This is an optimization exercise on Yosys and OpenROAD, whose aim is small area, a short achievable clock period and few clock cycles per item, not a production implementation. In this exercise RTL edits were held to simulation tests only and were not proved equivalent to the original.

## build 72
==> flow/design.v (excerpt) <==
module ntt32_163841 ( clk, rst, start, input_fg, addr, din, dout, valid );
Settings: LEC_CHECK=0, CAP_MARGIN=20, CORE_MARGIN=2, CORE_UTILIZATION=45, SETUP_SLACK_MARGIN=3.3, SLEW_MARGIN=20; clock period 8.0 ns.
run.sh (not shown) runs the stock make flow with config.mk's settings and CLKGATE_MAP_FILE= SYNTH_SCRIPT=/design/flow/synth_recipe.tcl, a recipe that flattens the netlist after the stock synthesis.
Testbench counts of build 72, summed over its fixed seeds: cycles 35,720, txns 96.
The following lists how build 48 was set up differently from build 72:
- CORE_UTILIZATION changed from 45 to 60
Notes after the runs:
First-pass GRT wire length was lower in the run labelled build 72. Summary of build 48 over build 72: cell area saw a decrease; global-route usage saw an increase; x dimension of the die saw a decrease; detailed-routed wire length on met2 saw little to no change. The combined area of the multi-input logic cells in build 48 was higher than what build 72 gave. Against build 72, build 48 comes in 20% lower on non-clock buffer count.
Input changes introduced in build 35 (baseline for comparison: build 48):
- a change of SETUP_SLACK_MARGIN from 3.3 to 3.8
- a change of CORE_UTILIZATION from 60 to 45
--- outcome ---
In build 35 the met2 capacity usage during global routing turned out 16 points lower than in build 48. Core utilization: build 35 vs build 48 down 16 points. Delta (build 35 minus build 48): detailed-placement wirelength estimate saw a decrease, via count saw a decrease. Layout clock buffer count came out lower on build 35 than on build 48. Of build 48 and build 35, the run reporting the lower final critical-path share of the clock period was build 35.

---

## run A
Another version of the RTL of ntt32_163841 (not shown whole).
For scale: ~47 I/O pins, roughly 180000 sq um of cells after synthesis.
==> flow/design.v (excerpt) <==
module ntt32_163841 ( clk, rst, start, input_fg, addr, din, dout, valid );
clock: 8.0 ns
lec_check: 0
cap_margin: 20
core_margin: 2
core_utilization: 45
setup_slack_margin: 3.8
slew_margin: 20
Testbench counts of run A, summed over its fixed seeds: cycles 35,912, txns 96.
Modified inputs, run B compared to run A
Settings: putting CTS_BUF_LIST at sky130_fd_sc_hd__clkbuf_8 where nothing was set; swapping 45 for 60 in CORE_UTILIZATION; putting CTS_CLUSTER_SIZE at 30 where nothing was set.
[summary]
Both conditions hold for run A: the flow ran to the end and the final layout passed the timing, design-rule and antenna checks. Run B completed; timing, DRC and antenna clean. Summary of the comparison: first-pass GRT wire length is higher in run B, relative to run A. Comparing run A and run B, the higher clock latency on the worst-skew pair was measured on run B. In run B, the met3 wire length came out about 30% above the value in run A. Cell area | run B vs run A | run B smaller. Diff run A -> run B | core utilization | increase of 16 points. Relative to run A, the routed wire length measured on run B has increased by a few percent. Combined area of the multi-input logic cells: run A vs run B, no meaningful difference. Run B against run A; non-clock buffer count is down slightly.
--- input diff run B..run C ---
Settings: CTS_CLUSTER_SIZE no longer set, was 30; SETUP_SLACK_MARGIN now 4.3, was 3.8; CORE_UTILIZATION now 45, was 60; CTS_BUF_LIST no longer set, was sky130_fd_sc_hd__clkbuf_8.
## What came out
Cell at the slowest stage of the critical path: sky130_fd_sc_hd__or4_4 -> run C, sky130_fd_sc_hd__nor2_1 -> run B
Changes observed in run C relative to run B: number of tap cells added at floorplan went up, via count normalized by instance count went down, weighted congestion at the end of routability-driven global placement went down, HPWL reported at the end of detailed placement went down.
In run C relative to run B, count of clock-buffer cells in the layout had gone down by more than 10%.
Run C vs. run B: post-route non-filler standard cell count went up.
Total via count in the routed design, run C vs run B: down slightly
Source-to-sink clock delay at the later pin of the worst-skew pair (higher): run B

---

ntt32_163841, a different RTL version from the one above (not shown whole).
Size: roughly 16000 cells after synthesis, roughly 47 I/O pins.
// ntt32_163841
module ntt32_163841 ( clk, rst, start, input_fg, addr, din, dout, valid );
  input                      clk;
  input                      rst;
  input                      start;
  input                      input_fg;
  input             [5 : 0]  addr;
  input  signed     [17 : 0] din;
  output reg signed [17 : 0] dout;
  output                     valid;
  localparam signed [18:0] Q = 19'sd163841;
  localparam signed [17:0] C_OUT = 18'sd55847;   
  localparam ST_IDLE = 2'd0, ST_COMP = 2'd1, ST_VALID = 2'd2;
  localparam [7:0] PW0  = 8'd96;     
  localparam [7:0] IV1  = 8'd128;    
  localparam [7:0] IV2  = 8'd150;    
  localparam [7:0] IEND = 8'd166;
  localparam [7:0] WLAT = 8'd9;      
  localparam [7:0] DONE = 8'd174;    
  function [15:0] seq;
    input [7:0] c;
    reg       act, pl;
    reg [1:0] md, vd, a2, a1, a0;
    reg [3:0] e, g;
    reg [7:0] cc;
    begin
      act = 1'b1; md = 2'd0; pl = 1'b0; vd = 2'd0;
      a2 = 2'd0; a1 = 2'd0; a0 = 2'd0; e = 4'd0;
      g = c[3:0];
      cc = c - IV2;
      if (c < PW0) begin
        pl = c[4];
        case (c[6:5])
          2'd0:    begin vd = 2'd2; a1 = g[3:2]; a0 = g[1:0]; end
          2'd1:    begin vd = 2'd1; a2 = g[3:2]; a0 = g[1:0]; e = {g[3:2], 2'b00}; end
          default: begin vd = 2'd0; a2 = g[3:2]; a1 = g[1:0]; e = {g[1:0], g[3:2]}; end
        endcase
      end else if (c < IV1) begin
        md = 2'd1; a2 = c[4:3]; a1 = c[2:1]; a0 = {1'b0, c[0]};
      end else if (c < IV1 + 8'd16) begin
        md = 2'd2; vd = 2'd1; a2 = g[3:2]; a0 = g[1:0]; e = {g[1:0], 2'b00};
      end else if (c >= IV2 && c < IEND) begin
        md = 2'd2; vd = 2'd2; a0 = cc[3:2]; a1 = cc[1:0]; e = {cc[1:0], cc[3:2]};
      end else begin
        act = 1'b0;
      end
      seq = {act, md, pl, vd, a2, a1, a0, e};
    end
  endfunction
  function [4:0] laddr;
    input [1:0] md;
    input       pl;
    input [1:0] vd, a2, a1, base, b;
    reg   [1:0] t;
    begin
      t = b - base;
      if (md == 2'd1) laddr = {t[0], a2, a1};
      else case (vd)
        2'd2:    laddr = {pl, t, a1};
  ...
clock: 8.0 ns
lec_check: 0
cap_margin: 20
core_margin: 2
core_utilization: 45
setup_slack_margin: 4.6
slew_margin: 20
The baseline ran to the end with no violations.
Testbench counts at the start, summed over its fixed seeds: cycles 35,912, txns 96.
Edit:
SETUP_SLACK_MARGIN = 4.3   (was 4.6)
Final area came out lower by 4.8%.
Routed wire length came out lower by 5.6%.

## separate check: timing with driven ports
Ports are ideal in the flow. The routed layouts listed here were re-timed in OpenROAD. Step 1 (the two cells are an assumption about what drives the block):
set clk [get_ports {clk}]
set_driving_cell -lib_cell sky130_fd_sc_hd__clkbuf_16 $clk
set_driving_cell -lib_cell sky130_fd_sc_hd__buf_2 [delete_from_list [all_inputs] $clk]
Step 2 adds t to the input delays and takes it off the output delays; t is the mean of the earliest and latest rising clock arrival at the registers after step 1. Input paths then give back, and output paths get back, about the clock's delay inside the block. Slacks: no drivers / after step 1 / after step 2; pairs: no drivers / after step 1.
run	shift t [ns]	slack for setup (ns)	hold WS [ns]
build 72	1.097	3.103 / 3.103 / 2.734	0.297 / 0.297 / 0.297
build 48	1.059	3.250 / 3.250 / 2.776	0.319 / 0.319 / 0.319
build 35	1.075	3.477 / 3.477 / 2.912	0.322 / 0.322 / 0.322
run A	1.079	3.680 / 3.680 / 3.117	0.309 / 0.309 / 0.309
run B	1.280	3.572 / 3.572 / 2.545	0.311 / 0.311 / 0.311
run C	1.052	3.970 / 3.970 / 3.352	0.319 / 0.319 / 0.319
the first run of note 3	1.058	3.912 / 3.912 / 3.494	0.282 / 0.282 / 0.282
the second run of note 3	1.055	3.917 / 3.917 / 3.241	0.319 / 0.319 / 0.319
After both steps every run listed still meets setup and hold. For run B, which loses most, drivers alone change the setup slack by 0.000 ns; drivers and shift together by -1.027 ns.
